Background: an optimization exercise with open tools, aiming at a short achievable clock period and few clock cycles. Do not read the settings as production practice. In this exercise RTL edits were held to simulation tests only and were not proved equivalent to the original. Power and IR drop assume default switching activity.

==> design/flow/design.v <==
module control ( input [31:0] idata,     
                 output lui, output auipc, output jal, output jalr, output br,
                 output ld, output st, output opi, output op,
                 output wen,             
                 output usea,            
                 output useb,            
                 output useimm,          
                 output sub,             
                 output sra,             
                 output [2:0] f3,
                 output [4:0] rs1, output [4:0] rs2, output [4:0] rd
               );
    wire [6:0] opc = idata[6:0];
    assign f3  = idata[14:12];
    assign rs1 = idata[19:15];
    assign rs2 = idata[24:20];
    assign rd  = idata[11:7];
    assign lui   = opc == 7'b0110111;
    assign auipc = opc == 7'b0010111;
    assign jal   = opc == 7'b1101111;
    assign jalr  = opc == 7'b1100111;
    assign br    = opc == 7'b1100011 && f3[2:1] != 2'b01;
    assign ld    = opc == 7'b0000011;
    assign st    = opc == 7'b0100011;
    assign opi   = opc == 7'b0010011;
    assign op    = opc == 7'b0110011;
    assign wen    = (lui | auipc | jal | jalr | ld | opi | op) && rd != 5'd0;
    assign usea   = ~(lui | auipc | jal);
    assign useb   = op | br | st;
    assign useimm = ~op;
    assign sub    = op && f3 == 3'd0 && idata[30];
    assign sra    = (op | opi) && f3 == 3'd5 && idata[30];
endmodule
module imm_gen ( input [31:0] idata,      
                 output [31:0] imm,
                 output [31:0] timm
               );
    wire [6:0] opc = idata[6:0];
    wire [31:0] i_imm = {{20{idata[31]}}, idata[31:20]};
    wire [31:0] s_imm = {{20{idata[31]}}, idata[31:25], idata[11:7]};
    wire [31:0] u_imm = {idata[31:12], 12'd0};
    wire [31:0] b_imm = {{20{idata[31]}}, idata[7], idata[30:25], idata[11:8], 1'b0};
    wire [31:0] j_imm = {{12{idata[31]}}, idata[19:12], idata[20], idata[30:21], 1'b0};
    assign imm  = (opc == 7'b0100011) ? s_imm :
                  (opc[4:2] == 3'b101) ? u_imm : i_imm;
    assign timm = (opc[3:2] == 2'b11) ? j_imm :
                  (opc[4:2] == 3'b101) ? u_imm : b_imm;
endmodule
module alu ( input [8:0] sel,       
             input sub,
             input sra,
             input [31:0] a,
             input [31:0] b,         
             input [31:0] c,         
             output [31:0] out,
             output [31:0] sum
           );
    add32c ad (.a(a), .b(b ^ {32{sub}}), .c(sub), .s(sum));
    wire [31:0] sll = a << b[4:0];
    wire [63:0] sre = {{32{sra & a[31]}}, a} >> b[4:0];
    wire seq_, slt, sltu;
    cmp32 sc (.a(a), .b(b), .eq(seq_), .lt(slt), .ltu(sltu));
    assign out = ({32{sel[0]}} & sum) | ({32{sel[1]}} & sll) |
                 {31'd0, (sel[2] & slt) | (sel[3] & sltu)} |
                 ({32{sel[4]}} & (a ^ b)) | ({32{sel[5]}} & sre[31:0]) |
                 ({32{sel[6]}} & (a | b)) | ({32{sel[7]}} & (a & b)) |
                 ({32{sel[8]}} & c);
endmodule
module cmp32 ( input [31:0] a,
               input [31:0] b,
               output eq,
               output lt,      
               output ltu      
             );
    wire [31:0] g0 = a & ~b;
    wire [31:0] e0 = ~(a ^ b);
    wire [15:0] g1, e1;
    wire [7:0]  g2, e2;
    wire [3:0]  g3, e3;
    wire [1:0]  g4, e4;
    genvar i;
    generate
        for (i = 0; i < 16; i = i + 1) begin : l1
            if (i == 15) begin : top
                assign g1[i] = g0[30];
                assign e1[i] = e0[30];
            end else begin : mid
                assign g1[i] = g0[2*i+1] | (e0[2*i+1] & g0[2*i]);
                assign e1[i] = e0[2*i+1] & e0[2*i];
            end
        end
        for (i = 0; i < 8; i = i + 1) begin : l2
            assign g2[i] = g1[2*i+1] | (e1[2*i+1] & g1[2*i]);
            assign e2[i] = e1[2*i+1] & e1[2*i];
        end
        for (i = 0; i < 4; i = i + 1) begin : l3
            assign g3[i] = g2[2*i+1] | (e2[2*i+1] & g2[2*i]);
            assign e3[i] = e2[2*i+1] & e2[2*i];
        end
        for (i = 0; i < 2; i = i + 1) begin : l4
            assign g4[i] = g3[2*i+1] | (e3[2*i+1] & g3[2*i]);
            assign e4[i] = e3[2*i+1] & e3[2*i];
        end
    endgenerate
    wire glo  = g4[1] | (e4[1] & g4[0]);     
    wire elo  = e4[1] & e4[0];               
    wire ltlo = ~glo & ~elo;                 
    wire d31  = a[31] ^ b[31];
    assign eq  = elo & ~d31;
    assign ltu = d31 ? b[31] : ltlo;
    assign lt  = d31 ? a[31] : ltlo;
endmodule
module ldalign ( input [2:0] f3,
                 input [1:0] lo,
                 input [31:0] d,
                 output reg [31:0] v
               );
    always @(*) begin
        case (f3)
            3'd0: case (lo)
                    2'd0: v = {{24{d[7]}},  d[7:0]};
                    2'd1: v = {{24{d[15]}}, d[15:8]};
                    2'd2: v = {{24{d[23]}}, d[23:16]};
                    default: v = {{24{d[31]}}, d[31:24]};
                  endcase
            3'd1: case (lo)
                    2'd0: v = {{16{d[15]}}, d[15:0]};
                    2'd2: v = {{16{d[31]}}, d[31:16]};
                    default: v = 32'd0;
                  endcase
            3'd2: v = d;
            3'd4: case (lo)
                    2'd0: v = {24'd0, d[7:0]};
                    2'd1: v = {24'd0, d[15:8]};
                    2'd2: v = {24'd0, d[23:16]};
                    default: v = {24'd0, d[31:24]};
                  endcase
            3'd5: case (lo)
                    2'd0: v = {16'd0, d[15:0]};
                    2'd2: v = {16'd0, d[31:16]};
                    default: v = 32'd0;
                  endcase
            default: v = 32'd0;
        endcase
    end
endmodule
module add32 ( input [31:0] a, input [31:0] b, output [31:0] s );
    assign s = a + b;
endmodule
module add32c ( input [31:0] a, input [31:0] b, input c, output [31:0] s );
    assign s = a + b + {31'd0, c};
endmodule
module regfile ( input clk,            
                 input reset,          
                 input [4:0] ra0, input [4:0] rb0,    
                 input [4:0] ra1, input [4:0] rb1,    
                 output [31:0] va0, output [31:0] vb0,
                 output [31:0] va1, output [31:0] vb1,
                 input we0, input [4:0] rd0, input [31:0] wd0,
                 input we1, input [4:0] rd1, input [31:0] wd1
               );
    reg [31:0] regs [0:31];
    integer i;
    always @(posedge clk) begin
        for (i = 1; i < 32; i = i + 1)
            if (reset)
                regs[i] <= 32'd0;
            else if (we1 && rd1 == i)
                regs[i] <= wd1;
            else if (we0 && rd0 == i)
                regs[i] <= wd0;
    end
    wire [31:0] rv [0:31];
    genvar g;
    generate
        for (g = 0; g < 32; g = g + 1) begin : rdv
            if (g == 0) assign rv[g] = 32'd0;
            else assign rv[g] = regs[g];
        end
    endgenerate
    assign va0 = rv[ra0];
    assign vb0 = rv[rb0];
    assign va1 = rv[ra1];
    assign vb1 = rv[rb1];
endmodule
module cpu ( input clk,              
             input reset,            
             output [31:0] iaddr,    
             input [31:0] idata,     
             output [31:0] daddr,    
             input [31:0] drdata,    
             output [31:0] dwdata,   
             output [3:0] dwe        
           );
    localparam BW = 5;                  
    localparam CW = 6;                  
    reg  [31:0] pc;
    reg         d_v0, d_v1, d_pred0, d_pred1, d_hit0, d_hit1;
    reg  [1:0]  d_ctr0, d_ctr1;
    reg         d_fold;
    reg  [31:0] d_inst0, d_inst1, d_pc, d_pc1, d_ptgt, d_ptgt0, d_ptgt1;
    reg  [31:0] d_pc4r, d_pc14r;       
    reg         e_v0, e_v1, e_pred0, e_pred1, e_sfb;
    reg         e_hit0, e_hit1;
    reg  [1:0]  e_ctr0, e_ctr1;
    reg         e_jal0, e_jalr0, e_br0, e_ld0, e_st0, e_alu0, e_wen0;
    reg         e_jal1, e_jalr1, e_br1, e_ld1, e_st1, e_alu1, e_wen1;
    reg         e_useimm0, e_sub0, e_sra0, e_useimm1, e_sub1, e_sra1;
    reg  [2:0]  e_f30, e_f31;
    reg  [4:0]  e_rd0, e_rd1;
    reg  [31:0] e_pc, e_pc4, e_pc1, e_pc14, e_tgt0, e_tgt1, e_imm0, e_imm1, e_inst1;
    reg         e_fold;
    reg  [31:0] e_ptgt, e_ptgt0, e_ptgt1;
    reg  [31:0] e_tgt04, e_tgt14, e_pc8, e_pc18;
    reg  [31:0] e_c0, e_c1, e_ra0, e_rb0, e_ra1, e_rb1;
    reg  [1:0]  e_fa0, e_fb0, e_fa1, e_fb1;
    reg  [3:0]  e_fi0, e_fi1;
    reg  [8:0]  e_sel0, e_sel1;
    reg         m_wen0, m_wen1, m_ld0, m_ld1;
    reg  [4:0]  m_rd0, m_rd1;
    reg  [2:0]  m_f3;
    reg  [31:0] m_res0, m_res1, m_addr, m_sdata;
    reg  [3:0]  m_mask;
    reg  [31:0] m_res0n, m_res1n;        
    reg  [31:BW+2] bt_tag [0:(1<<BW)-1];
    reg  [31:2]    bt_tgt [0:(1<<BW)-1];
    reg  [31:2]    bt_tgt4 [0:(1<<BW)-1];   
    reg  [31:0]    bt_ti [0:(1<<BW)-1];     
    reg  [(1<<BW)-1:0] bt_tiv;
    reg  [1:0]     bt_ctr [0:(1<<BW)-1];
    reg  [(1<<BW)-1:0] bt_v;
    reg  [31:0]        ic_d [0:(1<<CW)-1];
    reg  [31:CW+2]     ic_t [0:(1<<CW)-1];
    reg  [(1<<CW)-1:0] ic_v;
    reg  [31:0] pcn;
    assign iaddr = ~pcn;
    wire [31:0] f_pc4 = pc + 32'd4;
    wire [31:0] f_pc8 = pc + 32'd8;
    reg  [(1<<CW)-1:0] coh;
    reg  [(1<<BW)-1:0] boh;
    wire [(1<<BW)-1:0] boh1 = {boh[(1<<BW)-2:0], boh[(1<<BW)-1]};    
    wire [(1<<CW)-1:0] coh1 = {coh[(1<<CW)-2:0], coh[(1<<CW)-1]};    
    reg  [(1<<CW)-1:0] cm, cm1;
    reg  [(1<<BW)-1:0] bm, bm1;
    reg         f_c1, f_c2, f_hit0, f_hit1, f_pred0, f_pred1, f_tiv, f_tiv1;
    reg  [31:0] f_i1, f_i2;
    reg  [1:0]  f_ctr0, f_ctr1;
    reg  [31:2] f_btgt0, f_btgt1, f_btgt04;
    reg  [31:0] f_ti, f_ti1;
    integer j;
    always @(*) begin
        for (j = 0; j < (1<<CW); j = j + 1) begin
            cm[j]  = ic_v[j] && ic_t[j] == pc[31:CW+2];
            cm1[j] = ic_v[j] && ic_t[j] == (j == 0 ? f_pc4[31:CW+2] : pc[31:CW+2]);
        end
        for (j = 0; j < (1<<BW); j = j + 1) begin
            bm[j]  = bt_v[j] && bt_tag[j] == pc[31:BW+2];
            bm1[j] = bt_v[j] && bt_tag[j] == (j == 0 ? f_pc4[31:BW+2] : pc[31:BW+2]);
        end
        f_c1 = |(coh & cm);
        f_c2 = |(coh1 & cm1);
        f_i1 = 32'd0; f_i2 = 32'd0;
        for (j = 0; j < (1<<CW); j = j + 1) begin
            f_i1 = f_i1 | ({32{coh[j]}} & ic_d[j]);
            f_i2 = f_i2 | ({32{coh1[j]}} & ic_d[j]);
        end
        f_hit0 = |(boh & bm);
        f_hit1 = |(boh1 & bm1);
        f_pred0 = 1'b0; f_pred1 = 1'b0; f_tiv = 1'b0; f_tiv1 = 1'b0;
        f_ctr0 = 2'd0; f_ctr1 = 2'd0;
        f_btgt0 = 30'd0; f_btgt1 = 30'd0; f_btgt04 = 30'd0; f_ti = 32'd0; f_ti1 = 32'd0;
        for (j = 0; j < (1<<BW); j = j + 1) begin
            f_pred0 = f_pred0 | (boh[j] & bm[j] & bt_ctr[j][1]);
            f_pred1 = f_pred1 | (boh1[j] & bm1[j] & bt_ctr[j][1]);
            f_tiv = f_tiv | (boh[j] & bt_tiv[j]);
            f_tiv1 = f_tiv1 | (boh1[j] & bt_tiv[j]);
            f_ctr0 = f_ctr0 | ({2{boh[j]}} & bt_ctr[j]);
            f_ctr1 = f_ctr1 | ({2{boh1[j]}} & bt_ctr[j]);
            f_btgt0 = f_btgt0 | ({30{boh[j]}} & bt_tgt[j]);
            f_btgt1 = f_btgt1 | ({30{boh1[j]}} & bt_tgt[j]);
            f_btgt04 = f_btgt04 | ({30{boh[j]}} & bt_tgt4[j]);
            f_ti = f_ti | ({32{boh[j]}} & bt_ti[j]);
            f_ti1 = f_ti1 | ({32{boh1[j]}} & bt_ti[j]);
        end
    end
    wire        f_tok = f_tiv && f_ti[6:0] != 7'b1101111 &&
                        f_ti[6:0] != 7'b1100111 && f_ti[6:0] != 7'b1100011;
    wire [31:0] f_s1  = f_pred0 ? f_ti : f_i1;
    wire [6:0] op0 = idata[6:0];
    wire [6:0] op1 = f_s1[6:0];
    wire f_wen0 = (op0 == 7'b0110111 || op0 == 7'b0010111 || op0 == 7'b1101111 ||
                   op0 == 7'b1100111 || op0 == 7'b0000011 || op0 == 7'b0010011 ||
                   op0 == 7'b0110011) && idata[11:7] != 5'd0;
    wire f_mem0 = op0 == 7'b0000011 || op0 == 7'b0100011;
    wire f_mem1 = op1 == 7'b0000011 || op1 == 7'b0100011;
    wire f_usea1 = !(op1 == 7'b0110111 || op1 == 7'b0010111 || op1 == 7'b1101111);
    wire f_useb1 = op1 == 7'b0110011 || op1 == 7'b1100011 || op1 == 7'b0100011;
    wire f_dep = f_wen0 && ((f_usea1 && idata[11:7] == f_s1[19:15]) ||
                            (f_useb1 && idata[11:7] == f_s1[24:20]));
    wire f_p1 = (f_pred0 ? f_tok : f_c1) & ~f_dep & ~(f_mem0 & f_mem1);
    wire [31:0] f_bt0 = {f_btgt0, 2'b00};
    wire [31:0] f_bt1 = {f_btgt1, 2'b00};
    wire [31:0] f_bt04 = {f_btgt04, 2'b00};
    wire [31:0] f_nx1 = f_pred0 ? f_bt04 : f_pred1 ? f_bt1 : f_pc8;    
    wire [31:0] f_nx0 = f_pred0 ? f_bt0 : f_pc4;                       
    wire [31:0] f_next = f_p1 ? f_nx1 : f_nx0;
    wire        lui0, auipc0, jal0, jalr0, br0, ld0, st0, opi0, opr0;
    wire        wen0, usea0, useb0, useimm0, sub0, sra0;
    wire [2:0]  f30;
    wire [4:0]  rs10, rs20, rd0;
    wire [31:0] imm0, timm0;
    control dec0 (
        .idata(d_inst0),
        .lui(lui0), .auipc(auipc0), .jal(jal0), .jalr(jalr0), .br(br0),
        .ld(ld0), .st(st0), .opi(opi0), .op(opr0),
        .wen(wen0), .usea(usea0), .useb(useb0), .useimm(useimm0),
        .sub(sub0), .sra(sra0), .f3(f30), .rs1(rs10), .rs2(rs20), .rd(rd0)
    );
    imm_gen ig0 (.idata(d_inst0), .imm(imm0), .timm(timm0));
    wire        lui1, auipc1, jal1, jalr1, br1, ld1, st1, opi1, opr1;
    wire        wen1, usea1, useb1, useimm1, sub1, sra1;
    wire [2:0]  f31;
    wire [4:0]  rs11, rs21, rd1;
    wire [31:0] imm1, timm1;
    control dec1 (
        .idata(d_inst1),
        .lui(lui1), .auipc(auipc1), .jal(jal1), .jalr(jalr1), .br(br1),
        .ld(ld1), .st(st1), .opi(opi1), .op(opr1),
        .wen(wen1), .usea(usea1), .useb(useb1), .useimm(useimm1),
        .sub(sub1), .sra(sra1), .f3(f31), .rs1(rs11), .rs2(rs21), .rd(rd1)
    );
    imm_gen ig1 (.idata(d_inst1), .imm(imm1), .timm(timm1));
    wire [31:0] rv_a0, rv_b0, rv_a1, rv_b1;
    regfile rf (
        .clk(clk), .reset(reset),
        .ra0(rs10), .rb0(rs20), .ra1(rs11), .rb1(rs21),
        .va0(rv_a0), .vb0(rv_b0), .va1(rv_a1), .vb1(rv_b1),
        .we0(m_wen0), .rd0(m_rd0), .wd0(m_val0),
        .we1(m_wen1), .rd1(m_rd1), .wd1(m_val1)
    );
    wire [31:0] m_val0 = m_ld0 ? ldv : ~m_res0n;
    wire [31:0] m_val1 = m_ld1 ? ldv : ~m_res1n;
    function [31:0] wbyp(input [4:0] rs, input [31:0] rv);
        wbyp = (m_wen1 && m_rd1 == rs) ? m_val1 :
               (m_wen0 && m_rd0 == rs) ? m_val0 : rv;
    endfunction
    function [1:0] fsel(input [4:0] rs);
        fsel[1] = x1 && e_wen1 && e_rd1 == rs;
        fsel[0] = !fsel[1] && e_v0 && e_wen0 && e_rd0 == rs;
    endfunction
    wire [1:0]  fs_b0 = fsel(rs20);
    wire [1:0]  fs_b1 = fsel(rs21);
    wire [31:0] d_pc4  = d_pc4r;
    wire [31:0] d_pc14 = d_pc14r;
    wire [31:0] d_tgt0, d_tgt1;
    add32 ad_t0 (.a(d_pc), .b(timm0), .s(d_tgt0));
    add32 ad_t1 (.a(d_pc1), .b(timm1), .s(d_tgt1));
    wire [31:0] d_tgt04, d_tgt14;
    add32 ad_t04 (.a(d_pc4r), .b(timm0), .s(d_tgt04));
    add32 ad_t14 (.a(d_pc14r), .b(timm1), .s(d_tgt14));
    function uses(input [4:0] r);
        uses = r != 5'd0 && ((d_v0 && ((usea0 && rs10 == r) || (useb0 && rs20 == r))) ||
                             (d_v1 && ((usea1 && rs11 == r) || (useb1 && rs21 == r))));
    endfunction
    wire stall = (e_v0 && e_ld0 && e_wen0 && uses(e_rd0)) ||
                 (e_v1 && e_ld1 && e_wen1 && uses(e_rd1));
    function [31:0] fwd(input [1:0] s, input [31:0] rv);
        fwd = ({32{s[1]}} & m_res1) | ({32{s[0]}} & m_res0) |
              ({32{s == 2'd0}} & rv);
    endfunction
    wire [31:0] a0 = fwd(e_fa0, e_ra0);
    wire [31:0] b0 = fwd(e_fb0, e_rb0);
    wire [31:0] a1 = fwd(e_fa1, e_ra1);
    wire [31:0] b1 = fwd(e_fb1, e_rb1);
    function [31:0] fwdi(input [3:0] s, input [31:0] rv, input [31:0] iv);
        fwdi = ({32{s[3]}} & m_res1) | ({32{s[2]}} & m_res0) |
               ({32{s[1]}} & rv) | ({32{s[0]}} & iv);
    endfunction
    wire [31:0] bi0 = fwdi(e_fi0, e_rb0, e_imm0);
    wire [31:0] bi1 = fwdi(e_fi1, e_rb1, e_imm1);
    wire [31:0] alu0, alu1;
    alu alu_0 (.sel(e_sel0), .sub(e_sub0), .sra(e_sra0), .a(a0),
               .b(bi0), .c(e_c0), .out(alu0), .sum(as0));
    alu alu_1 (.sel(e_sel1), .sub(e_sub1), .sra(e_sra1), .a(a1),
               .b(bi1), .c(e_c1), .out(alu1), .sum(as1));
    wire [31:0] as0, as1;
    wire eq0, lt0, ltu0, eq1, lt1, ltu1;
    cmp32 bc0 (.a(a0), .b(b0), .eq(eq0), .lt(lt0), .ltu(ltu0));
    cmp32 bc1 (.a(a1), .b(b1), .eq(eq1), .lt(lt1), .ltu(ltu1));
    wire cond0 = e_f30[2] ? ((e_f30[1] ? ltu0 : lt0) ^ e_f30[0]) : (eq0 ^ e_f30[0]);
    wire cond1 = e_f31[2] ? ((e_f31[1] ? ltu1 : lt1) ^ e_f31[0]) : (eq1 ^ e_f31[0]);
    wire tk0 = e_jal0 | (e_br0 & cond0);
    wire tk1 = e_jal1 | (e_br1 & cond1);
    wire skip = e_v0 & e_v1 & e_sfb & cond0 & ~e_pred0 & ~e_pred1;
    wire e_tgtok0 = e_ptgt0 == e_tgt0;       
    wire e_tgtok1 = e_ptgt == e_tgt1;        
    wire e_bt1ok  = e_ptgt1 == e_tgt1;       
    wire jr0  = e_v0 & e_jalr0;
    wire mb0  = e_v0 & ~e_jalr0 & (tk0 ? ~(e_pred0 & e_tgtok0) & ~skip : e_pred0);
    wire mis0 = jr0 | mb0;
    wire x1   = e_v1 & ~mis0 & ~skip;             
    wire jr1  = x1 & e_jalr1;
    wire mb1  = x1 & ~e_jalr1 & (tk1 ? ~(e_pred1 & e_tgtok1) : e_pred1);
    wire mis  = mb0 | mb1;
    wire jr   = jr0 | jr1;
    wire [31:0] fix = mb0 ? (tk0 ? e_tgt0 : e_pc4) : (tk1 ? e_tgt1 : e_pc14);
    wire [32:0] fixi = mb0 ? (tk0 ? {e_at0[32] & e_tgtok0, e_at0[31:0]} : e_an0) :
                             (tk1 ? {e_at1[32] & e_bt1ok, e_at1[31:0]} : e_an1);
    wire        inj  = fixi[32];
    wire [31:0] fix4 = mb0 ? (tk0 ? e_tgt04 : e_pc8) : (tk1 ? e_tgt14 : e_pc18);
    wire [31:0] res0 = alu0;
    wire [31:0] res1 = alu1;
    wire        mem0  = e_ld0 | e_st0;
    wire [31:0] asm   = mem0 ? as0 : as1;
    wire [2:0]  mf3   = mem0 ? e_f30 : e_f31;
    wire [31:0] sb    = mem0 ? b0 : b1;
    wire        st_go = (e_v0 & e_st0) | (x1 & e_st1);
    reg  [3:0]  smask;
    always @(*) begin
        case (mf3)
            3'd0: smask = 4'b0001 << asm[1:0];
            3'd1: smask = (asm[1:0] == 2'd0) ? 4'b0011 :
                          (asm[1:0] == 2'd2) ? 4'b1100 : 4'b0000;
            3'd2: smask = (asm[1:0] == 2'd0) ? 4'b1111 : 4'b0000;
            default: smask = 4'b0000;
        endcase
    end
    wire [31:0] ldv;
    ldalign la (.f3(m_f3), .lo(m_addr[1:0]), .d(drdata), .v(ldv));
    assign daddr  = m_addr;
    assign dwdata = m_sdata;
    assign dwe    = {4{~reset}} & m_mask;
    function [(1<<CW)-1:0] cdec(input [CW-1:0] x);
        cdec = {{((1<<CW)-1){1'b0}}, 1'b1} << x;
    endfunction
    function [(1<<BW)-1:0] bdec(input [BW-1:0] x);
        bdec = {{((1<<BW)-1){1'b0}}, 1'b1} << x;
    endfunction
    wire [(1<<CW)-1:0] coh_f  = cdec(fix[CW+1:2]);
    wire [(1<<CW)-1:0] coh_f4 = cdec(fix4[CW+1:2]);
    wire [(1<<CW)-1:0] coh_n1 = f_pred0 ? cdec(f_bt04[CW+1:2]) : f_pred1 ? cdec(f_bt1[CW+1:2]) :
                                {coh[(1<<CW)-3:0], coh[(1<<CW)-1:(1<<CW)-2]};
    wire [(1<<CW)-1:0] coh_n0 = f_pred0 ? cdec(f_bt0[CW+1:2]) : coh1;
    wire [(1<<BW)-1:0] boh_f  = bdec(fix[BW+1:2]);
    wire [(1<<BW)-1:0] boh_f4 = bdec(fix4[BW+1:2]);
    wire [(1<<BW)-1:0] boh_n1 = f_pred0 ? bdec(f_bt04[BW+1:2]) : f_pred1 ? bdec(f_bt1[BW+1:2]) :
                                {boh[(1<<BW)-3:0], boh[(1<<BW)-1:(1<<BW)-2]};
    wire [(1<<BW)-1:0] boh_n0 = f_pred0 ? bdec(f_bt0[BW+1:2]) : boh1;
    wire [(1<<CW)-1:0] coh_j  = cdec(jr_tgt[CW+1:2]);
    wire [(1<<BW)-1:0] boh_j  = bdec(jr_tgt[BW+1:2]);
    integer k;
    reg         jr_pend;
    reg  [32:0] d_at0, d_at1, d_an0, d_an1, e_at0, e_at1, e_an0, e_an1;
    reg         cw_v;
    reg  [(1<<CW)-1:0] cw_oh;
    reg  [31:CW+2] cw_t;
    reg  [31:0] cw_d;
    reg  [31:0] jr_tgt;
    reg         u0, u1, u_tk0, u_tk1;
    reg  [BW-1:0] u_i0, u_i1;
    reg  [31:BW+2] u_tag0, u_tag1;
    reg  [31:2] u_tgt0, u_tgt1;
    reg  [1:0]  u_ctr0, u_ctr1;
    reg         u_tiv0, u_tiv1;
    reg  [31:0] u_ti0, u_ti1;
    wire [BW-1:0] ei0 = e_pc[BW+1:2];
    wire [BW-1:0] ei1 = e_pc1[BW+1:2];
    wire upd0 = e_v0 && (e_br0 || e_jal0);
    wire upd1 = x1 && (e_br1 || e_jal1);
    always @(posedge clk) begin
        jr_pend <= ~reset & jr;
        jr_tgt <= jr0 ? {as0[31:1], 1'b0} : {as1[31:1], 1'b0};
        if (reset) begin
            pc <= 32'd0;
            pcn <= ~32'd0;
            coh <= 1;
            boh <= 1;
        end else if (jr_pend) begin
            pc <= jr_tgt;
            pcn <= ~jr_tgt;
            coh <= coh_j;
            boh <= boh_j;
        end else if (mis) begin
            pc <= inj ? fix4 : fix;
            pcn <= inj ? ~fix4 : ~fix;
            coh <= inj ? coh_f4 : coh_f;
            boh <= inj ? boh_f4 : boh_f;
        end else if (!stall) begin
            pc <= f_next;
            pcn <= ~f_next;
            coh <= f_p1 ? coh_n1 : coh_n0;
            boh <= f_p1 ? boh_n1 : boh_n0;
        end
        cw_v <= ~reset;
        cw_oh <= {coh[0], coh[(1<<CW)-1:1]};
        cw_t <= coh[0] ? pc[31:CW+2] - 1'b1 : pc[31:CW+2];
        cw_d <= idata;
        for (k = 0; k < (1<<CW); k = k + 1) begin
            if (reset)
                ic_v[k] <= 1'b0;
            else if (cw_v && cw_oh[k])
                ic_v[k] <= 1'b1;
            if (cw_oh[k]) begin
                ic_d[k] <= cw_d;
                ic_t[k] <= cw_t;
            end
        end
        if (reset || jr_pend) begin
            d_v0 <= 1'b0;
            d_v1 <= 1'b0;
        end else if (mis) begin
            d_v0 <= inj;
            d_v1 <= 1'b0;
        end else if (!stall) begin
            d_v0 <= 1'b1;
            d_v1 <= f_p1;
        end
        if (mis) begin
            d_inst0 <= fixi[31:0];
            d_pc <= fix;
            d_pc1 <= fix4;
            d_pc4r <= fix4;
            d_pc14r <= fix4;
            d_fold <= 1'b0;
            d_ptgt0 <= fix4;
            d_ptgt1 <= fix4;
            d_pred0 <= 1'b0;
            d_pred1 <= 1'b0;
            d_hit0 <= 1'b0;
            d_hit1 <= 1'b0;
            d_ptgt <= fix4;
            d_at0 <= 33'd0; d_at1 <= 33'd0; d_an0 <= 33'd0; d_an1 <= 33'd0;
        end else if (!stall) begin
            d_at0 <= {f_hit0 & f_tiv, f_ti};
            d_an0 <= {f_c1, f_i1};
            d_at1 <= {~f_pred0 & f_hit1 & f_tiv1, f_ti1};
            d_an1 <= {~f_pred0 & f_c2, f_i2};
            d_inst0 <= idata;
            d_inst1 <= f_s1;
            d_pc <= pc;
            d_pc1 <= f_pred0 ? f_bt0 : f_pc4;
            d_pc4r <= f_pc4;
            d_pc14r <= f_pred0 ? f_bt04 : f_pc8;
            d_fold <= f_pred0;
            d_ptgt0 <= f_bt0;
            d_ptgt1 <= f_bt1;
            d_pred0 <= f_pred0;
            d_pred1 <= ~f_pred0 & f_p1 & f_pred1;
            d_hit0 <= f_hit0;
            d_hit1 <= f_hit1;
            d_ctr0 <= f_ctr0;
            d_ctr1 <= f_ctr1;
            d_ptgt <= f_next;
        end
        if (reset || mis || jr || jr_pend || stall) begin
            e_v0 <= 1'b0;
            e_v1 <= 1'b0;
        end else begin
            e_v0 <= d_v0;
            e_v1 <= d_v1;
        end
        e_pred0 <= d_pred0;
        e_pred1 <= d_pred1;
        e_ptgt <= d_ptgt;
        e_ptgt0 <= d_ptgt0;
        e_ptgt1 <= d_ptgt1;
        e_sfb <= br0 && timm0 == 32'd8;
        e_hit0 <= d_hit0; e_hit1 <= d_hit1;
        e_ctr0 <= d_ctr0; e_ctr1 <= d_ctr1;
        e_jal0 <= jal0; e_jalr0 <= jalr0; e_br0 <= br0; e_ld0 <= ld0; e_st0 <= st0;
        e_alu0 <= opi0 | opr0; e_wen0 <= wen0;
        e_sel0 <= (opi0 | opr0) ? {1'b0, 8'b1 << f30} : auipc0 ? 9'b000000001 : 9'b100000000;
        e_sel1 <= (opi1 | opr1) ? {1'b0, 8'b1 << f31} : auipc1 ? 9'b000000001 : 9'b100000000;
        e_jal1 <= jal1; e_jalr1 <= jalr1; e_br1 <= br1; e_ld1 <= ld1; e_st1 <= st1;
        e_alu1 <= opi1 | opr1; e_wen1 <= wen1;
        e_useimm0 <= useimm0; e_sub0 <= sub0; e_sra0 <= sra0;
        e_useimm1 <= useimm1; e_sub1 <= sub1; e_sra1 <= sra1;
        e_f30 <= f30; e_f31 <= f31;
        e_rd0 <= rd0; e_rd1 <= rd1;
        e_pc <= d_pc; e_pc4 <= d_pc4; e_pc1 <= d_pc1; e_pc14 <= d_pc14;
        e_fold <= d_fold; e_inst1 <= d_inst1;
        e_tgt04 <= d_tgt04; e_tgt14 <= d_tgt14;
        e_at0 <= d_at0; e_at1 <= d_at1; e_an0 <= d_an0; e_an1 <= d_an1;
        e_pc8 <= d_pc4r + 32'd4; e_pc18 <= d_pc14r + 32'd4;
        e_tgt0 <= d_tgt0; e_tgt1 <= d_tgt1;
        e_imm0 <= imm0; e_imm1 <= imm1;
        e_c0 <= lui0 ? imm0 : d_pc4;
        e_c1 <= lui1 ? imm1 : d_pc14;
        e_ra0 <= auipc0 ? d_pc : wbyp(rs10, rv_a0);
        e_rb0 <= wbyp(rs20, rv_b0);
        e_ra1 <= auipc1 ? d_pc1 : wbyp(rs11, rv_a1);
        e_rb1 <= wbyp(rs21, rv_b1);
        e_fa0 <= auipc0 ? 2'd0 : fsel(rs10);
        e_fb0 <= fsel(rs20);
        e_fi0 <= useimm0 ? 4'b0001 : {fs_b0, fs_b0 == 2'd0, 1'b0};
        e_fi1 <= useimm1 ? 4'b0001 : {fs_b1, fs_b1 == 2'd0, 1'b0};
        e_fa1 <= auipc1 ? 2'd0 : fsel(rs11);
        e_fb1 <= fsel(rs21);
        if (reset) begin
            m_wen0 <= 1'b0;
            m_wen1 <= 1'b0;
            m_mask <= 4'd0;
        end else begin
            m_wen0 <= e_v0 & e_wen0;
            m_wen1 <= x1 & e_wen1;
            m_mask <= st_go ? smask : 4'd0;
        end
        m_ld0 <= e_ld0; m_ld1 <= e_ld1;
        m_rd0 <= e_rd0; m_rd1 <= e_rd1;
        m_res0 <= res0; m_res1 <= res1;
        m_res0n <= ~res0; m_res1n <= ~res1;
        m_f3 <= mf3;
        m_addr <= asm;
        m_sdata <= (mf3[1:0] == 2'd0) ? {4{sb[7:0]}} :
                   (mf3[1:0] == 2'd1) ? {2{sb[15:0]}} : sb;
        u0 <= !reset && upd0 && (tk0 ? !(e_sfb && e_br0 && !e_hit0) : e_hit0);
        u1 <= !reset && upd1 && (tk1 || e_hit1);
        u_tk0 <= tk0; u_tk1 <= tk1;
        u_i0 <= ei0; u_i1 <= ei1;
        u_tag0 <= e_pc[31:BW+2]; u_tag1 <= e_pc1[31:BW+2];
        u_tiv0 <= (e_fold && e_v1) || (d_v0 && d_pc == e_tgt0);
        u_ti0 <= (e_fold && e_v1) ? e_inst1 : d_inst0;
        u_tiv1 <= d_v0 && d_pc == e_tgt1;
        u_ti1 <= d_inst0;
        u_tgt0 <= e_tgt0[31:2]; u_tgt1 <= e_tgt1[31:2];
        u_ctr0 <= !tk0 ? ((e_ctr0 == 2'b00) ? 2'b00 : e_ctr0 - 2'b01) :
                  !e_hit0 ? 2'b10 : (e_ctr0 == 2'b11) ? 2'b11 : e_ctr0 + 2'b01;
        u_ctr1 <= !tk1 ? ((e_ctr1 == 2'b00) ? 2'b00 : e_ctr1 - 2'b01) :
                  !e_hit1 ? 2'b10 : (e_ctr1 == 2'b11) ? 2'b11 : e_ctr1 + 2'b01;
        for (k = 0; k < (1<<BW); k = k + 1) begin
            if (reset)
                bt_v[k] <= 1'b0;
            else if ((u0 && u_tk0 && u_i0 == k) || (u1 && u_tk1 && u_i1 == k))
                bt_v[k] <= 1'b1;
            if (reset)
                bt_tiv[k] <= 1'b0;
            else if (u1 && u_tk1 && u_i1 == k)
                bt_tiv[k] <= u_tiv1;
            else if (u0 && u_tk0 && u_i0 == k)
                bt_tiv[k] <= u_tiv0;
            if (u1 && u_i1 == k) begin
                bt_tag[k] <= u_tag1;
                bt_tgt[k] <= u_tgt1;
                bt_ctr[k] <= u_ctr1;
                if (u_tk1) begin
                    bt_tgt4[k] <= u_tgt1 + 30'd1;
                    bt_ti[k] <= u_ti1;
                end
            end else if (u0 && u_i0 == k) begin
                bt_tag[k] <= u_tag0;
                bt_tgt[k] <= u_tgt0;
                bt_ctr[k] <= u_ctr0;
                if (u_tk0) begin
                    bt_tgt4[k] <= u_tgt0 + 30'd1;
                    bt_ti[k] <= u_ti0;
                end
            end
        end
    end
endmodule
==> design/flow/flow/run.sh <==
#!/bin/bash
# Standard ORFS flow (the standard.sh), with these changes:
#  - repair_timing aims well below the target period (larger setup margin),
#  - the reset and dwe pins are kept together on one edge, so that the
#    reset -> dwe gating path is short,
#  - if global routing fails on congestion after its timing repair, it is
#    run again without that repair.
set -euo pipefail
HERE=$(pwd)
sed -e 's/SETUP_SLACK_MARGIN=[^ ]*/SETUP_SLACK_MARGIN=6/' \
    -e "s|\"\${@:-finish}\"|IO_CONSTRAINTS=$HERE/flow/io.tcl \"\${@:-finish}\"|" \
    standard.sh > my_standard.sh
if ! bash my_standard.sh > flow_make.log 2>&1; then
    sed -i -e "s|IO_CONSTRAINTS=|SKIP_INCREMENTAL_REPAIR=1 IO_CONSTRAINTS=|" my_standard.sh
    bash my_standard.sh > flow_make2.log 2>&1
fi
==> design/flow/flow/io.tcl <==
set_io_pin_constraint -group -order -pin_names {dwe[0] dwe[1] reset dwe[2] dwe[3]}
==> design/flow/standard.sh <==
#!/bin/bash
# synth_recipe.tcl (not shown) runs the flow's synth.tcl, then flattens the netlist and writes it again
# the make line also repeats each setting of config.mk as NAME=value (left out here)
make -C /OpenROAD-flow-scripts/flow DESIGN_CONFIG=/design/flow/config.mk WORK_HOME=/design/flow/orfs CLKGATE_MAP_FILE= SYNTH_SCRIPT=/design/flow/synth_recipe.tcl "${@:-finish}"
==> design/flow/config.mk <==
export PLATFORM = sky130hd
export DESIGN_NAME = cpu
export DESIGN_NICKNAME = cpu
export VERILOG_FILES = /design/flow/design.v
export SDC_FILE = /design/flow/constraint.sdc
export NUM_CORES = 8
export LEC_CHECK = 0
export CAP_MARGIN = 30
export CELL_PAD_IN_SITES_DETAIL_PLACEMENT = 1
export CELL_PAD_IN_SITES_GLOBAL_PLACEMENT = 1
export CORE_MARGIN = 2
export CORE_UTILIZATION = 30
export PLACE_DENSITY = 0.45
export SETUP_SLACK_MARGIN = 4
export SLEW_MARGIN = 40
export TNS_END_PERCENT = 25
==> design/flow/constraint.sdc <==
create_clock -name core_clock -period 11.5 [get_ports {clk}]
set_input_delay 2.3000 -clock core_clock [delete_from_list [all_inputs] [get_ports {clk}]]
set_output_delay 2.3000 -clock core_clock [all_outputs]
set_load 0.01 [all_outputs]
==> results of run 1 <==
-- cell usage in the layout, fill, tap and decap left out, types with 1522 or more instances in the layout --
cell	instances
nand2_1	11084
edfxtp_1	7680
nor2_1	3080
a22oi_1	2548
xnor2_1	2537
dfxtp_1	2462
buf_4	2244
a22o_1	2163
a221oi_1	2062
o21ai_0	1829
a21oi_1	1535
nand4_1	1522
-- worst max path at each step --
stage | slack [ns] | to | startpoint | depth (start not counted)
after global routing | 5.69 | dwe[3] | reset | 3
after global placement | 2.24 | pcn[7] | e_fa0[0] | 23
final | 5.49 | pcn[26] | boh[28] | 13
after detailed placement | 2.73 | pcn[7] | e_fa0[0] | 22
after floorplan | 5.33 | bt_tgt4[30][10] | u_i1[0] | 6
after CTS | 5.51 | e_tgt04[31] | d_inst0[3] | 22
-- power by group through the flow --
stage	combinational (mW)	sequential [mW]	clock, mW
after floorplan	2.92	42.3	0
after global placement	6.45	42.8	0
after detailed placement	6.60	42.7	0
after CTS	6.71	41.9	44.0
after global routing	7.17	41.9	45.2
final	7.14	41.9	43.9
-- area by class of cell --
cell class                 instances  area (um^2)
fill                          187228      1100000
sequential                     10539       289000
multi-input combinational      35760       224000
timing repair buffer            3456        38700
clock buffer                    1834        37800
tap                            23037        28800
clock inverter                   579         5560
antenna                          766         1920
inverter                         428         1730
timing repair inverter             3         26.3
-- Yosys cell counts, types with 41 or more instances --
cell type,instances
xor2_1,414
nor2b_1,123
mux2i_1,407
nand3_1,1038
or4_1,160
dfxtp_1,2859
ha_1,439
clkbuf_1,3570
edfxtp_1,7680
and3_1,94
mux2_2,130
a21oi_1,1632
a211o_1,54
buf_2,74
and2_1,143
a311o_1,41
nor2_1,3315
inv_1,415
o22a_1,87
xnor2_1,2608
buf_4,57
a21o_1,237
nor4_1,311
nor3_1,480
a211oi_1,281
a31oi_1,80
a22o_1,2167
a221oi_1,2097
a222oi_1,136
nand2_1,11199
o21bai_1,47
o211ai_1,1045
buf_1,1036
nand2b_1,155
o21ai_0,1983
a22oi_1,2554
o221ai_1,69
o21a_1,55
or2_2,55
nand4_1,1522
-- logic make-up after synthesis --
kind of cell	after synthesis
flip-flops	10539
XOR/XNOR	3024
AO/OA/AOI/OAI	12965
multiplexers	538
adder cells (fa/ha/maj)	445
AND/OR/NAND/NOR	18774
buffers and inverters	5213
-- worst max-delay path, delay by kind of cell (launching register included) --
family / cells / cell delay [ns]
AO/OA/AOI/OAI: 5 / 1.23
buffers and inverters: 4 / 2.38
flip-flops: 1 / 0.80
AND/OR/NAND/NOR: 4 / 1.20
-- per-layer routing --
metal	vias up	global-route usage, %
met5	-	0.833
met4	182	35.8
met3	13538	14.0
met2	46089	67.0
met1	273390	56.8
li1	191692	-
-- state kept, by name, summed over array words and instances, names as in the netlist, 33 cells and up --
name	flops
bt_ctr	64
bt_tag	800
bt_tgt	960
bt_tgt4	960
bt_ti	1024
coh	64
cw_oh	64
d_an0	33
d_an1	33
d_at0	33
d_at1	33
e_an0	33
e_an1	33
e_at0	33
e_at1	33
ic_d	2048
ic_t	1536
ic_v	64
rf.regs	992
-- what timing repair did --
item                       4_1_cts  5_1_grt
setup endpoints to repair     1067      624
pin swaps                      191      202
cloned                          97       30
hold buffers                     0        0
setup buffers                  369      229
gates resized for setup        961      569
==> metrics.csv, run 1 <==
stage,metric,value,unit
status,status,finished with violations,
status,so.violations,antenna violations,
finish,final_core_util,36.3,%
die,rows,483,
sta,timing.final.crit_share,52.3,%
logic_synthesis,synth_compound_area_share,18.2,%
worst_setup_path,endpoint_kind,register,
finish,area_growth,20.7,%
die,start_util,30.1,%
clock_network,cts.clk_slew.worst_paths,0.06,ns
sta,max-slew-margin-rel,24.1,%
finish,finalInstanceArea,628000,um^2
die,num_io_pins,166,
power_and_ir_drop,p_seq_share,45.1,%
die,core,1730000,um^2
worst_setup_path,r2r_slack,5.49,ns
logic_synthesis,synthAdderAreaFrac,1.08,%
placement,place_area,565000,um^2
worst_setup_path,reg2regPathDepth,13,
logic_synthesis,synth_flop_cell,edfxtp_1,
worst_hold_path,hold-path-cell-count,0,
die,die_h,1320,um
power_and_ir_drop,ir_drop,0.134,mV
placement,dpl_worst_slack,2.73,ns
logic_synthesis,syn_area_per_cell,10.1,um^2
worst_setup_path,r2r_end,pcn[26],
clock_network,clock_latency,1.45,ns
logic_synthesis,synth.distinct_cells,109,
finish,drive_gt1_share,14.0,%
logic_synthesis,synth.largest_area_cell,edfxtp_1,
logic_synthesis,synthTopCellsByArea,"edfxtp_1, dfxtp_1, nand2_1, xnor2_1, a22oi_1",
logic_synthesis,yosysTopAreaCellShare,44.3,%
worst_hold_path,min-delay-start,e_pc[24],
clock_network,h-tree-depth,7,
sta,rsz0062_at_grt,true,
worst_setup_path,worst-path-max-fanout,27,
worst_setup_path,path_common_cell,buf_4,
worst_setup_path,crit_path_top_delay_cell,dfxtp_4,
worst_setup_path,cp-start-kind,register,
worst_setup_path,worstPathArrival,7.26,ns
finish,stdcell_count,76402,
sta,slew_violations,0,
clock_network,clock_sinks,10539,
logic_synthesis,async_reset_ff_share,0,%
placement,dp.cells,72467,
clock_network,cts_tree,yes,
global_routing,grt_max_degree,150,
logic_synthesis,synth-seq-area-share,55.3,%
placement,routabilityCongestion,0.978,
worst_setup_path,cp_cell_sequence,"buf_4, buf_4, buf_4, buf_4, a22oi_1, nand4_1, or4_4, nor2_1, a21oi_2, a21oi_1, or3_4, a311o_2, a21o_1",
power_and_ir_drop,switchingPower,25.0,mW
routing,m1WireLength,1560000,um
sta,setup_tns,0,ns
sta,fin_ws,5.49,ns
logic_synthesis,ys_ff_latch,10539,
routing,postRouteAntennaNets,3,
logic_synthesis,synth_edf_count,7680,
sta,tightestPinTransition,1.14,ns
routing,routed_wl,4210000,um
die,die_area,1740000,um^2
power_and_ir_drop,pwr-share-comb,7.7,%
logic_synthesis,synth-xor-area-share,5.10,%
logic_synthesis,synth_mux_area_share,1.07,%
worst_hold_path,holdPathEnd,u_tag0[24],
routing,maxUsedRoutingLayer,met5,
clock_network,root_buffer,clkbuf_16,
logic_synthesis,synth_top_family_by_area,compound AO/OA/AOI/OAI gates,
routing,vias,524891,
finish,final_nets,52071,
worst_setup_path,slowest_delay,0.80,ns
power_and_ir_drop,sw_frac_of_total,26.8,%
sta,setup-violations-final,0,
power_and_ir_drop,p_clk_share,47.2,%
routing,route.met3.wl,486000,um
routing,dr_wl_met2,1750000,um
worst_setup_path,crit_required,12.75,ns
power_and_ir_drop,powerDensity,148,nW/um^2
routing,drt-initial-drc-count,97079,
sta,finalHoldViolCount,0,
sta,hold_slack,0.294,ns
logic_synthesis,synthSimpleGateAreaFrac,15.3,%
clock_network,cts_inserted_buffers,1372,
worst_setup_path,path_class,reg2reg,
die,die_x,1320,um
power_and_ir_drop,p_leak,220,nW
global_routing,grt_pass1_wl,5310000,um
global_routing,grt_util_all_layers,46.0,%
logic_synthesis,yosysWarnings,11,
power_and_ir_drop,total_power,93.0,mW
global_routing,grt_overflow,0,
logic_synthesis,syn_nets,52009,
worst_hold_path,hold_class,reg2reg,
sta,period_needed,6.01,ns
routing,dr.pass1.iters,15,
routing,drc,0,
clock_network,cts.path.max_buffers,6,
placement,io_buffers,165,
global_routing,antenna_found_initial,628,
placement,post-dp-hpwl,2630000,um
logic_synthesis,syn-instance-count,51498,
global_routing,grt_pass1_vias,486958,
routing,viasPerCell,6.87,
flow_run,cap_violations,0,
logic_synthesis,synthesis.area,520000,um^2
power_and_ir_drop,intPower,68.1,mW
worst_setup_path,timing.rr.start,boh[28],
routing,wl_per_cell,55.0,um
sta,fmax,166,MHz
sta,fin_worst_skew,0.131,ns
Testbench counts, summed over its fixed seeds: cycles 748,237.
==> run 2, diff against run 1 <==
--- a/design/flow/design.v
+++ b/design/flow/design.v
@@ -112,35 +112,12 @@
 endmodule
-module ldalign ( input [2:0] f3,
-                 input [1:0] lo,
+module ldalign ( input [12:0] sel,
                  input [31:0] d,
-                 output reg [31:0] v
+                 output [31:0] v
                );
-    always @(*) begin
-        case (f3)
-            3'd0: case (lo)
-                    2'd0: v = {{24{d[7]}},  d[7:0]};
-                    2'd1: v = {{24{d[15]}}, d[15:8]};
-                    2'd2: v = {{24{d[23]}}, d[23:16]};
-                    default: v = {{24{d[31]}}, d[31:24]};
-                  endcase
-            3'd1: case (lo)
-                    2'd0: v = {{16{d[15]}}, d[15:0]};
-                    2'd2: v = {{16{d[31]}}, d[31:16]};
-                    default: v = 32'd0;
-                  endcase
-            3'd2: v = d;
-            3'd4: case (lo)
-                    2'd0: v = {24'd0, d[7:0]};
-                    2'd1: v = {24'd0, d[15:8]};
-                    2'd2: v = {24'd0, d[23:16]};
-                    default: v = {24'd0, d[31:24]};
-                  endcase
-            3'd5: case (lo)
-                    2'd0: v = {16'd0, d[15:0]};
-                    2'd2: v = {16'd0, d[31:16]};
-                    default: v = 32'd0;
-                  endcase
-            default: v = 32'd0;
-        endcase
-    end
+    wire sgn = (sel[2] & d[7]) | (sel[3] & d[15]) | (sel[4] & d[23]) | (sel[5] & d[31]);
+    assign v[7:0]   = ({8{sel[9]}} & d[7:0]) | ({8{sel[10]}} & d[15:8]) |
+                      ({8{sel[11]}} & d[23:16]) | ({8{sel[12]}} & d[31:24]);
+    assign v[15:8]  = ({8{sel[7]}} & d[15:8]) | ({8{sel[8]}} & d[31:24]) |
+                      {8{sel[1] & sgn}};
+    assign v[31:16] = ({16{sel[6]}} & d[31:16]) | {16{sel[0] & sgn}};
 endmodule
@@ -215,4 +192,4 @@
     reg  [31:0] e_c0, e_c1, e_ra0, e_rb0, e_ra1, e_rb1;
-    reg  [1:0]  e_fa0, e_fb0, e_fa1, e_fb1;
-    reg  [3:0]  e_fi0, e_fi1;
+    reg  [2:0]  e_fa0, e_fb0, e_fa1, e_fb1;
+    reg  [4:0]  e_fi0, e_fi1;
     reg  [8:0]  e_sel0, e_sel1;
@@ -220,3 +197,3 @@
     reg  [4:0]  m_rd0, m_rd1;
-    reg  [2:0]  m_f3;
+    reg  [12:0] m_lsel;      
     reg  [31:0] m_res0, m_res1, m_addr, m_sdata;
@@ -346,8 +323,14 @@
     endfunction
-    function [1:0] fsel(input [4:0] rs);
-        fsel[1] = x1 && e_wen1 && e_rd1 == rs;
-        fsel[0] = !fsel[1] && e_v0 && e_wen0 && e_rd0 == rs;
+    function [2:0] fsel(input [4:0] rs);
+        reg h1, h0;
+        begin
+            h1 = x1 && e_wen1 && e_rd1 == rs;
+            h0 = !h1 && e_v0 && e_wen0 && e_rd0 == rs;
+            fsel[2] = h1 && !e_ld1;
+            fsel[1] = h0 && !e_ld0;
+            fsel[0] = (h1 && e_ld1) || (h0 && e_ld0);    
+        end
     endfunction
-    wire [1:0]  fs_b0 = fsel(rs20);
-    wire [1:0]  fs_b1 = fsel(rs21);
+    wire [2:0]  fs_b0 = fsel(rs20);
+    wire [2:0]  fs_b1 = fsel(rs21);
     wire [31:0] d_pc4  = d_pc4r;
@@ -360,11 +343,11 @@
     add32 ad_t14 (.a(d_pc14r), .b(timm1), .s(d_tgt14));
-    function uses(input [4:0] r);
-        uses = r != 5'd0 && ((d_v0 && ((usea0 && rs10 == r) || (useb0 && rs20 == r))) ||
-                             (d_v1 && ((usea1 && rs11 == r) || (useb1 && rs21 == r))));
+    function ldu(input [4:0] r);
+        ldu = r != 5'd0 && ((d_v0 && br0 && (rs10 == r || rs20 == r)) ||
+                            (d_v1 && br1 && (rs11 == r || rs21 == r)));
     endfunction
-    wire stall = (e_v0 && e_ld0 && e_wen0 && uses(e_rd0)) ||
-                 (e_v1 && e_ld1 && e_wen1 && uses(e_rd1));
-    function [31:0] fwd(input [1:0] s, input [31:0] rv);
-        fwd = ({32{s[1]}} & m_res1) | ({32{s[0]}} & m_res0) |
-              ({32{s == 2'd0}} & rv);
+    wire stall = (e_v0 && e_ld0 && e_wen0 && ldu(e_rd0)) ||
+                 (e_v1 && e_ld1 && e_wen1 && ldu(e_rd1));
+    function [31:0] fwd(input [2:0] s, input [31:0] rv);
+        fwd = ({32{s[2]}} & m_res1) | ({32{s[1]}} & m_res0) | ({32{s[0]}} & ldv) |
+              ({32{s == 3'd0}} & rv);
     endfunction
@@ -374,4 +357,12 @@
     wire [31:0] b1 = fwd(e_fb1, e_rb1);
-    function [31:0] fwdi(input [3:0] s, input [31:0] rv, input [31:0] iv);
-        fwdi = ({32{s[3]}} & m_res1) | ({32{s[2]}} & m_res0) |
+    function [31:0] fwdb(input [2:0] s, input [31:0] rv);
+        fwdb = ({32{s[2]}} & m_res1) | ({32{s[1]}} & m_res0) |
+               ({32{s == 3'd0}} & rv);
+    endfunction
+    wire [31:0] ca0 = fwdb(e_fa0, e_ra0);
+    wire [31:0] cb0 = fwdb(e_fb0, e_rb0);
+    wire [31:0] ca1 = fwdb(e_fa1, e_ra1);
+    wire [31:0] cb1 = fwdb(e_fb1, e_rb1);
+    function [31:0] fwdi(input [4:0] s, input [31:0] rv, input [31:0] iv);
+        fwdi = ({32{s[4]}} & m_res1) | ({32{s[3]}} & m_res0) | ({32{s[2]}} & ldv) |
                ({32{s[1]}} & rv) | ({32{s[0]}} & iv);
@@ -387,4 +378,4 @@
     wire eq0, lt0, ltu0, eq1, lt1, ltu1;
-    cmp32 bc0 (.a(a0), .b(b0), .eq(eq0), .lt(lt0), .ltu(ltu0));
-    cmp32 bc1 (.a(a1), .b(b1), .eq(eq1), .lt(lt1), .ltu(ltu1));
+    cmp32 bc0 (.a(ca0), .b(cb0), .eq(eq0), .lt(lt0), .ltu(ltu0));
+    cmp32 bc1 (.a(ca1), .b(cb1), .eq(eq1), .lt(lt1), .ltu(ltu1));
     wire cond0 = e_f30[2] ? ((e_f30[1] ? ltu0 : lt0) ^ e_f30[0]) : (eq0 ^ e_f30[0]);
@@ -414,2 +405,18 @@
     wire [31:0] asm   = mem0 ? as0 : as1;
+    function [12:0] ldsel(input [2:0] f3, input [1:0] lo);
+        reg bt, hf, sg;
+        begin
+            bt = f3 == 3'd0 || f3 == 3'd4;
+            hf = (f3 == 3'd1 || f3 == 3'd5) && !lo[0];
+            sg = f3 == 3'd0 || f3 == 3'd1;
+            ldsel[12:9] = bt ? (4'b0001 << lo) : hf ? (lo[1] ? 4'b0100 : 4'b0001) :
+                          (f3 == 3'd2) ? 4'b0001 : 4'b0000;
+            ldsel[8:7]  = hf ? (lo[1] ? 2'b10 : 2'b01) : (f3 == 3'd2) ? 2'b01 : 2'b00;
+            ldsel[6]    = f3 == 3'd2;
+            ldsel[5:2]  = (bt && sg) ? (4'b0001 << lo) :
+                          (hf && sg) ? (lo[1] ? 4'b1000 : 4'b0010) : 4'b0000;
+            ldsel[1]    = bt && sg;
+            ldsel[0]    = (bt || hf) && sg;
+        end
+    endfunction
     wire [2:0]  mf3   = mem0 ? e_f30 : e_f31;
@@ -428,3 +435,3 @@
     wire [31:0] ldv;
-    ldalign la (.f3(m_f3), .lo(m_addr[1:0]), .d(drdata), .v(ldv));
+    ldalign la (.sel(m_lsel), .d(drdata), .v(ldv));
     assign daddr  = m_addr;
@@ -592,7 +599,7 @@
         e_rb1 <= wbyp(rs21, rv_b1);
-        e_fa0 <= auipc0 ? 2'd0 : fsel(rs10);
+        e_fa0 <= auipc0 ? 3'd0 : fsel(rs10);
         e_fb0 <= fsel(rs20);
-        e_fi0 <= useimm0 ? 4'b0001 : {fs_b0, fs_b0 == 2'd0, 1'b0};
-        e_fi1 <= useimm1 ? 4'b0001 : {fs_b1, fs_b1 == 2'd0, 1'b0};
-        e_fa1 <= auipc1 ? 2'd0 : fsel(rs11);
+        e_fi0 <= useimm0 ? 5'b00001 : {fs_b0, fs_b0 == 3'd0, 1'b0};
+        e_fi1 <= useimm1 ? 5'b00001 : {fs_b1, fs_b1 == 3'd0, 1'b0};
+        e_fa1 <= auipc1 ? 3'd0 : fsel(rs11);
         e_fb1 <= fsel(rs21);
@@ -611,3 +618,3 @@
         m_res0n <= ~res0; m_res1n <= ~res1;
-        m_f3 <= mf3;
+        m_lsel <= ldsel(mf3, asm[1:0]);
         m_addr <= asm;
--- a/design/flow/flow/run.sh
+++ b/design/flow/flow/run.sh
@@ -5,2 +5,3 @@
 #    reset -> dwe gating path is short,
+#  - antenna repair after detailed routing may take up to 20 rounds,
 #  - if global routing fails on congestion after its timing repair, it is
@@ -10,3 +11,3 @@
 sed -e 's/SETUP_SLACK_MARGIN=[^ ]*/SETUP_SLACK_MARGIN=6/' \
-    -e "s|\"\${@:-finish}\"|IO_CONSTRAINTS=$HERE/flow/io.tcl \"\${@:-finish}\"|" \
+    -e "s|\"\${@:-finish}\"|MAX_REPAIR_ANTENNAS_ITER_DRT=20 IO_CONSTRAINTS=$HERE/flow/io.tcl \"\${@:-finish}\"|" \
     standard.sh > my_standard.sh
==> run 2 against run 1 <==
Now clean on timing, DRC and antenna. Sequential cell count up 16. Register-to-register slack worse by 0.12 ns. Via count rose by 3.3%. Combinational power up 9.7%. Critical endpoint is now coh[56].
==> metrics.csv, run 2 <==
stage,metric,value,unit
logic_synthesis,syn-instance-count,52473,
global_routing,grt_pass1_wl,5450000,um
power_and_ir_drop,p_leak,222,nW
routing,dr.pass1.iters,14,
sta,fin_worst_skew,0.153,ns
routing,wl_per_cell,55.9,um
routing,postRouteAntennaNets,0,
worst_setup_path,worstPathArrival,7.46,ns
clock_network,cts.path.max_buffers,6,
global_routing,grt_max_degree,158,
sta,rsz0062_at_grt,true,
sta,fmax,163,MHz
global_routing,grt_pass1_vias,499522,
finish,regMostFlops,ic_d,
routing,routed_wl,4330000,um
clock_network,clock_latency,1.48,ns
logic_synthesis,synthTopCellsByArea,"edfxtp_1, dfxtp_1, nand2_1, xnor2_1, a22oi_1",
logic_synthesis,synth_flop_cell,edfxtp_1,
sta,finalHoldViolCount,0,
routing,viasPerCell,6.99,
placement,io_buffers,165,
logic_synthesis,synth.distinct_cells,109,
status,status,timing/DRC/antenna clean,
logic_synthesis,synth_commonest_cells,"nand2_1, edfxtp_1, clkbuf_1",
power_and_ir_drop,powerDensity,148,nW/um^2
sta,max-slew-margin-rel,17.2,%
worst_setup_path,path_class,reg2reg,
placement,post-dp-hpwl,2730000,um
clock_network,cts.clk_slew.worst_paths,0.07,ns
finish,area_growth,20.8,%
logic_synthesis,synthesis.area,526000,um^2
clock_network,cts-hold-fix-buffers,0,
finish,final_common_cell,nand2_1,
global_routing,grt_overflow,0,
logic_synthesis,yosysTopAreaCellShare,43.8,%
sta,timing.final.crit_share,53.3,%
logic_synthesis,synth-xor-area-share,5.06,%
logic_synthesis,syn_area_per_cell,10.0,um^2
logic_synthesis,syn_nets,52984,
routing,drt-initial-drc-count,101761,
finish,reg_top3,"ic_d x2048, ic_t x1536, bt_ti x1024",
die,die_x,1330,um
placement,dpl_worst_slack,2.84,ns
logic_synthesis,synthAdderAreaFrac,1.07,%
logic_synthesis,synth_mux_area_share,1.16,%
worst_hold_path,hold_class,reg2reg,
logic_synthesis,synth-seq-area-share,54.8,%
die,num_io_pins,166,
clock_network,clock_sinks,10555,
routing,drc,0,
sta,setup_tns,0,ns
logic_synthesis,yosysWarnings,10,
finish,drive_gt1_share,14.5,%
sta,period_needed,6.13,ns
clock_network,h-tree-depth,7,
placement,routabilityCongestion,0.989,
clock_network,cts_inserted_buffers,1388,
logic_synthesis,synthSimpleGateAreaFrac,15.8,%
logic_synthesis,synth_edf_count,7680,
logic_synthesis,async_reset_ff_share,0,%
routing,vias,542018,
die,die_area,1760000,um^2
sta,slew_violations,0,
finish,largest_reg_flops,2048,
sta,tightestPinTransition,1.24,ns
die,die_h,1330,um
global_routing,antenna_found_initial,671,
finish,final_cell_mix,"nand2_1, edfxtp_1, nor2_1",
power_and_ir_drop,ir_drop,0.127,mV
worst_setup_path,crit_required,12.84,ns
logic_synthesis,synth.most_common_cell,nand2_1,
worst_setup_path,cp-start-kind,register,
logic_synthesis,synth_top_family_by_area,compound AO/OA/AOI/OAI gates,
worst_setup_path,worst-path-max-fanout,25,
die,start_util,30.1,%
die,core,1750000,um^2
sta,setup-violations-final,0,
logic_synthesis,synth.largest_area_cell,edfxtp_1,
flow_run,cap_violations,0,
global_routing,grt_util_all_layers,46.8,%
logic_synthesis,synth_compound_area_share,18.3,%
clock_network,cts_tree,yes,
die,rows,486,
sta,fin_ws,5.37,ns
clock_network,root_buffer,clkbuf_16,
worst_setup_path,endpoint_kind,register,
logic_synthesis,ys_ff_latch,10555,
finish,final_nets,53171,
-- run 2: final timing paths --
check	slack [ns]	cells after the start	start	to
max	5.37	15	boh[14]	coh[56]
min	0.32	0	e_pc1[22]	u_tag1[22]
max reg2reg	5.37	15	boh[14]	coh[56]
min reg2reg	0.32	0	e_pc1[22]	u_tag1[22]
-- run 2: cells by family (layout without fill, tap and decap cells) --
family,count (synthesis),in the layout
AO/OA/AOI/OAI,13288,13288
XOR/XNOR,3035,3035
flip-flops,10555,10555
buffers and inverters,5302,6515
other,0,649
AND/OR/NAND/NOR,19260,19267
adder cells (fa/ha/maj),445,445
multiplexers,588,588
-- run 2: area by class of cell --
| class | count | area [um^2] |
|---|---|---|
| clock buffers | 1857 | 38300 |
| fillers | 189941 | 1110000 |
| flip-flops and latches | 10555 | 289000 |
| clock inverters | 566 | 5090 |
| repair inverters | 5 | 43.8 |
| well taps | 23180 | 29000 |
| inverters | 405 | 1610 |
| repair buffers | 3682 | 40500 |
| diodes | 649 | 1620 |
| multi-input cells | 36623 | 230000 |
-- run 2: metal layers --
| layer | routed length (um) | track usage [%] | part of all wire, % |
|---|---|---|---|
| met5 | 2420 | 0.279 | 0.056 |
| met4 | 418000 | 36.8 | 9.7 |
| met3 | 529000 | 15.5 | 12 |
| met1 | 1620000 | 58.2 | 37 |
| met2 | 1770000 | 66.4 | 41 |
-- run 2: report_power, final --
part | leakage [nW] | switching, mW | internal [mW]
Clock | 21.3 | 19.0 | 25.2
Combinational | 108 | 5.95 | 1.88
Sequential | 92.8 | 0.851 | 41.3
-- run 2: critical path, stage by stage, from the launching register on --
cell and delay [ns]:
dfxtp_4 0.54, buf_4 0.61, buf_4 0.50, buf_4 0.67, a22o_1 0.23, a221oi_1 0.05
nand3_1 0.13, or4_1 0.25, buf_4 0.55, nor2b_1 0.53, nand2_1 0.44, nor2_1 0.66
nand2_1 0.12, nand3_1 0.12, a32oi_1 0.14, a221oi_2 0.27
-- run 2: per-stage QoR --
stage / power (mW) / hold WS [ns] / cell area (um^2) / std cells / utilization (%)
floorplan: 45.6 / 0.310 / 527000 / 52473 / -
finish: 94.1 / 0.317 / 636000 / 77522 / 36.3
detailed placement: 50.0 / 0.314 / 573000 / 73565 / 32.7
global route: 95.4 / 0.315 / 635000 / 77101 / 36.3
CTS: 93.6 / 0.311 / 628000 / 76522 / 35.9
global placement: 49.8 / 0.312 / 565000 / 73328 / 32.3
-- run 2: repair_timing --
| item | CTS | global route |
|---|---|---|
| endpoints found under the setup margin | 1101 | 872 |
| buffers inserted | 456 | 294 |
| pin swaps | 264 | 268 |
| cloned | 78 | 32 |
| gates resized for setup | 1160 | 603 |
Testbench counts of run 2, summed over its fixed seeds: cycles 723,595.
==> run 3, diff against run 2 <==
--- a/design/flow/config.mk
+++ b/design/flow/config.mk
@@ -11,4 +11,4 @@
 export CORE_MARGIN = 2
-export CORE_UTILIZATION = 30
-export PLACE_DENSITY = 0.45
+export CORE_UTILIZATION = 35
+export PLACE_DENSITY = 0.5
 export SETUP_SLACK_MARGIN = 4
==> run 3 against run 2 <==
Final area shrank 1.2%. Critical path depth is the same. Core utilization grew 5.5 points. Total power shrank 0.79%. Non-clock buffer count shrank 159. Sequential cell count is the same. Maximum frequency shrank 6.2%. Die area shrank 14%. Sequential share of layout area grew 0.54 points. Synthesized cell count is the same. Highest routed layer unchanged.
==> metrics.csv, run 3 <==
stage,metric,value,unit
placement,io_buffers,165,
global_routing,grt_overflow,0,
routing,wl_per_cell,55.7,um
status,status,timing/DRC/antenna clean,
logic_synthesis,async_reset_ff_share,0,%
routing,viasPerCell,7.44,
routing,dr.pass1.iters,20,
sta,period_needed,6.53,ns
sta,timing.final.crit_share,56.8,%
sta,setup-violations-final,0,
worst_setup_path,cp_cell_sequence,"buf_4, buf_6, buf_4, buf_4, a22oi_1, nand4_1, or4_1, nand2b_1, nor2_1, clkinvlp_4, nor3_1, a21oi_1, a211oi_1, a21oi_2, o21ai_1",
flow_run,cap_violations,0,
clock_network,cts.path.max_buffers,6,
placement,post-dp-hpwl,2570000,um
routing,vias,551267,
worst_setup_path,endpoint_kind,register,
sta,tightestPinTransition,1.23,ns
global_routing,antenna_found_initial,643,
die,num_io_pins,166,
sta,finalHoldViolCount,0,
logic_synthesis,syn_nets,52984,
clock_network,h-tree-depth,7,
logic_synthesis,ys_ff_latch,10555,
finish,reg_top3,"ic_d x2048, ic_t x1536, bt_ti x1024",
sta,max-slew-margin-rel,17.7,%
finish,fillerInstances,161058,
die,die_area,1510000,um^2
sta,slew_violations,0,
sta,rsz0062_at_grt,true,
die,rows,450,
finish,regMostFlops,ic_d,
clock_network,clock_sinks,10555,
clock_network,root_buffer,clkbuf_16,
worst_setup_path,path_common_cell,buf_4,
logic_synthesis,syn_area_per_cell,10.0,um^2
logic_synthesis,synth_commonest_cells,"nand2_1, edfxtp_1, clkbuf_1",
routing,drc,0,
finish,area_growth,19.4,%
finish,final_common_cell,nand2_1,
global_routing,grt_max_degree,131,
global_routing,grt_pass1_vias,501820,
logic_synthesis,synthesis.area,526000,um^2
logic_synthesis,synth-seq-area-share,54.8,%
finish,drive_gt1_share,14.1,%
power_and_ir_drop,powerDensity,149,nW/um^2
power_and_ir_drop,p_leak,220,nW
finish,final_nets,52973,
logic_synthesis,synth.largest_area_cell,edfxtp_1,
placement,routabilityCongestion,1.02,
sta,fin_worst_skew,0.123,ns
finish,largest_reg_flops,2048,
global_routing,grt_util_all_layers,51.9,%
logic_synthesis,synth_edf_count,7680,
die,core,1500000,um^2
finish,final_cell_mix,"nand2_1, edfxtp_1, nor2_1",
sta,fin_ws,4.97,ns
worst_setup_path,crit_required,12.78,ns
logic_synthesis,yosysWarnings,10,
logic_synthesis,synthTopCellsByArea,"edfxtp_1, dfxtp_1, nand2_1, xnor2_1, a22oi_1",
worst_hold_path,hold_class,reg2reg,
worst_setup_path,worstPathArrival,7.81,ns
worst_setup_path,r2r_slack,4.97,ns
die,die_x,1230,um
die,die_h,1230,um
logic_synthesis,yosysTopAreaCellShare,43.8,%
clock_network,cts.clk_slew.worst_paths,0.07,ns
worst_setup_path,crit_path_top_delay_cell,or4_1,
clock_network,cts_inserted_buffers,1344,
routing,routed_wl,4130000,um
routing,postRouteAntennaNets,0,
logic_synthesis,syn-instance-count,52473,
-- run 3: cell counts after synthesis --
No cell type changed its count.
-- run 3: logic make-up after synthesis --
group | Yosys count | synth area share [%]
and+or+nand+nor | 19260 | 15.8
AOI/OAI and AO/OA | 13288 | 18.3
DFF | 10555 | 54.8
buffers and inverters | 5302 | 3.88
xor gates and xnor gates | 3035 | 5.06
muxes | 588 | 1.16
adders and majority gates | 445 | 1.07
-- run 3: worst max-delay path: cells and delay by family, from the launching register on --
kind,cells,cell delay (ns)
buffers and inverters,5,2.87
and+or+nand+nor,5,1.87
AOI/OAI and AO/OA,5,0.78
DFF,1,0.66
-- run 3: cell type report --
| type | instances | area [um^2] | area share, % |
|---|---|---|---|
| Tap cell | 19888 | 24900 | 3.96 |
| Clock inverter | 562 | 5790 | 0.921 |
| Clock buffer | 1798 | 37200 | 5.91 |
| Timing Repair inverter | 4 | 53.8 | 0.00856 |
| Timing Repair Buffer | 3523 | 38000 | 6.05 |
| Inverter | 405 | 1610 | 0.257 |
| Multi-Input combinational cell | 36629 | 230000 | 36.5 |
| Antenna cell | 722 | 1810 | 0.288 |
| Sequential cell | 10555 | 289000 | 46.1 |
-- run 3: where the power goes --
part / switching (mW) / internal [mW]
Combinational: 5.84 / 1.79
Sequential: 0.947 / 41.3
Clock: 18.5 / 25.0
-- run 3: what timing repair did --
action,in CTS,in global routing
gates resized for setup,941,646
setup endpoints to repair,1131,1104
pin swaps,194,257
setup buffers,434,227
gates cloned,118,34
hold buffers,0,0
-- run 3: worst paths after layout --
| check | startpoint | to | depth (start not counted) |
|---|---|---|---|
| hold reg to reg | e_pc[22] | u_tag0[22] | 0 |
| setup / recovery | boh[28] | boh[21] | 15 |
| hold / removal | e_pc[22] | u_tag0[22] | 0 |
| setup reg to reg | boh[28] | boh[21] | 15 |
-- run 3: layer usage --
layer | wire length, um | share of wire [%] | global-route usage [%]
met5 | 3270 | 0.079 | 0.940
met3 | 596000 | 14 | 20.8
met2 | 1630000 | 39 | 71.1
met4 | 423000 | 10 | 42.2
met1 | 1480000 | 36 | 64.0
-- run 3: stage by stage --
| step | std cells | hold slack, ns | utilization, % | total power, mW | area (um^2) |
|---|---|---|---|---|---|
| after floorplan | 52473 | 0.310 | - | 45.6 | 527000 |
| after global placement | 69959 | 0.315 | 37.3 | 49.7 | 560000 |
| after detailed placement | 70154 | 0.313 | 37.7 | 49.8 | 566000 |
| after CTS | 73066 | 0.266 | 41.3 | 92.5 | 620000 |
| after global routing | 73570 | 0.289 | 41.8 | 94.3 | 627000 |
| final | 74086 | 0.266 | 41.9 | 93.4 | 628000 |

## re-timing with driven ports
No port has a modelled driver above. Below, the same layouts with a new extraction and two added sets of constraints. Step 1, drivers: a clkbuf_16 drives clk and a buf_2 each remaining input, both assumed. Step 2 also shifts input and output timing later by t, the mid clock arrival at the registers, as if the neighbouring blocks saw the same clock. a / b / c = ideal ports / drivers / drivers and shift; a / b = the first two.
run | t, ns | setup slack, ns
run 1 | 1.624 | 5.491 / 5.491 / 4.472
run 2 | 1.607 | 5.372 / 5.372 / 4.366
run 3 | 1.601 | 4.966 / 4.966 / 4.293
